Background: an optimization exercise with open tools, aiming at small area, a short achievable clock period and few clock cycles per item. Do not read the settings as production practice.
Only simulation tests tie the RTL to the original design; equivalence was not proved.
Power figures rest on the tool's default switching activity, not on a simulated workload.

==> flow/design.v (excerpt) <==
module pow5_pipelined_valid
#(
  parameter DATA_WIDTH = 8
)
(
  input  logic                      clk_i,
  input  logic                      rst_i,
  input  logic [DATA_WIDTH-1:0]     pow_data_i,
  input  logic                      data_valid_i,
  output logic [(5*DATA_WIDTH)-1:0] pow_data_o,
  output logic                      data_valid_o
);
clock: 5.5 ns
lec_check: 0
cap_margin: 20
core_margin: 2
core_utilization: 20
place_density: 0.3
setup_slack_margin: 3.2
slew_margin: 20
run.sh (not shown) runs the stock make flow with config.mk's settings and CLKGATE_MAP_FILE= SYNTH_SCRIPT=/design/flow/synth_recipe.tcl, a recipe that flattens the netlist after the stock synthesis.
The first run completed with no timing, DRC or antenna violations.
Testbench counts at the start, summed over its fixed seeds: cycles 16,008, items 16,000.
Change:
Settings changed: ABC_AREA set to 1, SETUP_SLACK_MARGIN 3.2 to 3.3.
Final area is lower by a few percent.
Synthesized cell count is higher by about a fifth.
Worst setup slack improved by 0.077 ns.
Power is higher by a few percent.
Sequential share of layout area is higher by 0.25 points.
Non-clock buffer count is lower by 6.
Via count barely changes.
Sequential power is about the same.
Final cell count is higher by roughly a tenth.
Routed wire length is higher by a few percent.
Change:
Settings changed: SETUP_SLACK_MARGIN 3.3 to 3.2, TNS_END_PERCENT set to 5.
Clock-buffer cell count is unchanged. Cell count shrinks by 2.1%. Hold slack stays flat. Non-clock buffer count shrinks by 40. Power fell by about 1.5%. Setup slack got worse by 0.14 ns.
Change:
Settings changed: TNS_END_PERCENT 5 to not set.
What happened: The new run completed with no timing, DRC or antenna violations; routed wire length decreases by 0.98%; via count stays flat; design area goes up by 0.37%; setup slack improves by 0.086 ns; count of clock-buffer cells in the layout stays the same; power goes down by 1.2%; sequential power is about the same; register-to-register slack is better by 0.09 ns; non-clock buffer count decreases by 1; critical path depth shrinks by 2; synthesized cell count stays the same.

* * *

red:
pow5_pipelined_valid again, from the RTL that the note above started with.
clock: 5.5 ns
lec_check: 0
abc_area: 1
cap_margin: 20
core_margin: 2
core_utilization: 20
gpl_timing_driven: 0
place_density: 0.3
setup_slack_margin: 3.2
slew_margin: 20
red finished end to end and its layout was clean on timing, DRC and antenna.
Testbench counts of red, summed over its fixed seeds: cycles 16,008, items 16,000.
Modified inputs, blue compared to red
- swapping 3.2 for 3.0 in SETUP_SLACK_MARGIN
- clearing GPL_TIMING_DRIVEN, which used to be 0
### Flow results
Summary of blue over red: combinational fraction of design power decreased by 2.1 points relative to the old numbers, clock skew decreased by 0.0094 ns relative to the old numbers. Fmax: blue below red. The run showing the smaller power density normalized to cell area is red. In the reports for blue and red, the smaller design area belongs to blue. The lower power of blue and red is in blue. Setup slack: blue less than red. Between blue and red, the transition at the pin with the smallest max-transition slack is higher for red. blue ended with less clock network power consumption than red. blue against red; wire length of the first global-routing pass is down by a little under 10%. | delay of the slowest cell on the worst path | blue vs red | 0.41 ns higher |.
Setup changes, blue to green
- changing PLACE_DENSITY from 0.3 to 0.4
- changing SETUP_SLACK_MARGIN from 3.0 to 3.2
- changing CORE_UTILIZATION from 20 to 25
[summary]
- green has final routed wire length divided by cell count below what blue had.
- For wire length of the first global-routing pass, dividing the value from green by the value from blue gives 0.937.
- Final clock period utilization by the worst path was higher in the run labelled blue.
- Going from blue to green, count of inserted antenna diode cells moved up, non-clock buffer count climbed 5.1%, setup slack increased by 0.076 ns relative to the old numbers.

* * *

Setup of run 1:
Starting RTL as in the previous note.
==> flow/config.mk <==
export PLATFORM = sky130hd
export DESIGN_NAME = pow5_pipelined_valid
export DESIGN_NICKNAME = pow5_pipelined_valid
export VERILOG_FILES = /design/flow/design.v
export SDC_FILE = /design/flow/constraint.sdc
export NUM_CORES = 4
export LEC_CHECK = 0
export ABC_AREA = 1
export CAP_MARGIN = 0
export CORE_MARGIN = 2
export CORE_UTILIZATION = 20
export PLACE_DENSITY = 0.3
export SETUP_SLACK_MARGIN = 3.2
export SLEW_MARGIN = 0
==> flow/constraint.sdc <==
create_clock -name core_clock -period 5.5 [get_ports {clk_i}]
set_input_delay 1.1000 -clock core_clock [delete_from_list [all_inputs] [get_ports {clk_i}]]
set_output_delay 1.1000 -clock core_clock [all_outputs]
set_load 0.01 [all_outputs]
Testbench counts of run 1, summed over its fixed seeds: cycles 16,008, items 16,000.
Relative to run 1, the following input files were edited for run 2:
Settings: CAP_MARGIN changed from 0 to 20; SETUP_SLACK_MARGIN changed from 3.2 to 3.4; SLEW_MARGIN changed from 0 to 20.
Per the comparison of run 2 with run 1, synthesized area shows no meaningful change, final design instance area without fill went up, combinational cell power shows an increase of about 10%, sequential standard cell area now larger, share of power burned in the clock network has decreased. Run 2 vs run 1: setup skew after layout down in run 2.
Input changes introduced in run 3 (baseline for comparison: run 2):
Settings: CTS_BUF_LIST now sky130_fd_sc_hd__clkbuf_8, previously not set; SETUP_SLACK_MARGIN now 3.2, was 3.4; ABC_AREA no longer set, was 1.
==> flow/flow/run.sh (new file) <==
#!/bin/bash
# Own flow: the standard flow (standard synthesis and layout) with one change:
# the port buffers are plain sky130_fd_sc_hd__buf_1 cells.
set -euo pipefail
bash standard.sh "BUFFER_PORTS_ARGS=-buffer_cell sky130_fd_sc_hd__buf_1" finish > log_standard_flow.log 2>&1
==> flow/standard.sh (new file) <==
#!/bin/bash
# synth_recipe.tcl (not shown) runs the flow's synth.tcl, then flattens the netlist and writes it again
# the make line also repeats each setting of config.mk as NAME=value (left out here)
make -C /OpenROAD-flow-scripts/flow DESIGN_CONFIG=/design/flow/config.mk WORK_HOME=/design/flow/orfs CLKGATE_MAP_FILE= SYNTH_SCRIPT=/design/flow/synth_recipe.tcl "${@:-finish}"
removed: flow/run.sh
[summary]
- Run 3: full flow OK, the timing, DRC and antenna checks passed
- Compared to run 2, run 3 has portion of total power attributed to the clock network 4.0 points lower.
- Going from run 2 to run 3, count of placed standard cells in the final layout, fillers left out now smaller, data required time at the worst endpoint went up 0.07 ns, first-pass GRT wire length fell by 0.98%, post-layout worst setup margin shrank by 0.18 ns, sequential share of layout area up 0.53 points.

* * *

Another version of the RTL of pow5_pipelined_valid (not shown whole).
Size in the first run: roughly 1200 cells after synthesis, roughly 0.0067 mm^2 of cells after synthesis.
==> flow/config.mk <==
export PLATFORM = sky130hd
export DESIGN_NAME = pow5_pipelined_valid
export DESIGN_NICKNAME = pow5_pipelined_valid
export VERILOG_FILES = /design/flow/design.v
export SDC_FILE = /design/flow/constraint.sdc
export NUM_CORES = 4
export LEC_CHECK = 0
export CAP_MARGIN = 20
export CORE_MARGIN = 2
export CORE_UTILIZATION = 20
export PLACE_DENSITY = 0.3
export SETUP_SLACK_MARGIN = 3.0
export SLEW_MARGIN = 20
==> flow/constraint.sdc <==
create_clock -name core_clock -period 5.5 [get_ports {clk_i}]
set_input_delay 1.1000 -clock core_clock [delete_from_list [all_inputs] [get_ports {clk_i}]]
set_output_delay 1.1000 -clock core_clock [all_outputs]
set_load 0.01 [all_outputs]
standard.sh (not shown) runs the stock make flow with config.mk's settings and CLKGATE_MAP_FILE= SYNTH_SCRIPT=/design/flow/synth_recipe.tcl, a recipe that flattens the netlist after the stock synthesis.
==> flow/flow/run.sh <==
#!/bin/bash
# Own flow: the standard synthesis, then the combinational logic re-mapped by abc
# with an area-recovering script (flip-flops untouched), then the standard layout.
set -euo pipefail
R=orfs/results/${FLOW_PLATFORM}/pow5_pipelined_valid/base
bash standard.sh synth > log_synth_standard.log 2>&1
cp $R/1_2_yosys.v standard_1_2_yosys.v
ABC_SCRIPT=$(cat flow/abc_script.txt)
bash flow/remap.sh standard_1_2_yosys.v remapped.v "$ABC_SCRIPT" > log_remap_yosys.log 2>&1
cp remapped.v $R/1_2_yosys.v
rm -f $R/1_synth.odb $R/1_synth.sdc
bash standard.sh > log_layout.log 2>&1
==> flow/flow/abc_script.txt <==
strash;dch;map -a;mfs2;strash;dch;map -a
Other scripts of this flow, unchanged in this note and not shown: flow/flow/cellmodels.py, flow/flow/remap.sh
Testbench counts at the start, summed over its fixed seeds: cycles 16,008, items 16,000.
Edit:
--- a/flow/flow/run.sh
+++ b/flow/flow/run.sh
@@ -1,5 +1,6 @@
 #!/bin/bash
 # Own flow: the standard synthesis, then the combinational logic re-mapped by abc
-# with an area-recovering script (flip-flops untouched), then the standard layout.
+# with an area-recovering script (flip-flops untouched), then the standard layout
+# with plain buf_1 cells as the port buffers.
 set -euo pipefail
 R=orfs/results/${FLOW_PLATFORM}/pow5_pipelined_valid/base
@@ -10,3 +11,3 @@
 cp remapped.v $R/1_2_yosys.v
 rm -f $R/1_synth.odb $R/1_synth.sdc
-bash standard.sh > log_layout.log 2>&1
+bash standard.sh "BUFFER_PORTS_ARGS=-buffer_cell sky130_fd_sc_hd__buf_1" finish > log_layout.log 2>&1
==> flow/flow/abc_script.txt (replaced) <==
strash;dch;map -a;mfs2;strash;dch;map -a;topo;buffer -c;upsize -D 1500;dnsize -D 1500
- die area increases by 1.7%
- power drops by 1.2%
- count of clock-buffer cells in the layout decreases by 1
- final area stays flat

[re-timing with driven ports]
The results above use ideal ports. As a check the final layouts listed here were re-extracted and re-timed, cells and wires unchanged. Step 1 sets driving cells, clkbuf_16 on the clock port and buf_2 on the other inputs (assumed; they add their load-dependent delay and slew). Step 2 adds t to the input delays and takes it off the output delays; t is the mean of the earliest and latest rising clock arrival at the registers after step 1. Input paths then give back, and output paths get back, about the clock's delay inside the block. a / b / c = ideal / step 1 / step 2; a / b = the first two.
| run | t, ns | slack for setup (ns) | hold WS [ns] |
|---|---|---|---|
| the first run of note 1 | 0.435 | 3.046 / 3.046 / 3.046 | 0.355 / 0.355 / 0.355 |
| the second run of note 1 | 0.440 | 3.123 / 3.123 / 3.123 | 0.359 / 0.359 / 0.359 |
| the third run of note 1 | 0.451 | 2.987 / 2.987 / 2.987 | 0.359 / 0.359 / 0.359 |
| the fourth run of note 1 | 0.444 | 3.073 / 3.073 / 3.073 | 0.358 / 0.358 / 0.358 |
| red | 0.459 | 3.031 / 3.031 / 3.031 | 0.363 / 0.363 / 0.363 |
| blue | 0.447 | 2.785 / 2.785 / 2.785 | 0.359 / 0.359 / 0.359 |
| green | 0.448 | 2.861 / 2.861 / 2.861 | 0.354 / 0.354 / 0.354 |
| run 1 | 0.445 | 3.020 / 3.020 / 3.020 | 0.360 / 0.360 / 0.360 |
| run 2 | 0.443 | 3.234 / 3.234 / 3.234 | 0.358 / 0.358 / 0.358 |
| run 3 | 0.526 | 3.054 / 3.054 / 3.054 | 0.363 / 0.363 / 0.363 |
| the first run of note 4 | 0.442 | 2.906 / 2.906 / 2.906 | 0.374 / 0.374 / 0.374 |
| the second run of note 4 | 0.447 | 2.819 / 2.819 / 2.819 | 0.352 / 0.352 / 0.352 |
After both steps setup and hold are still met in every run listed.
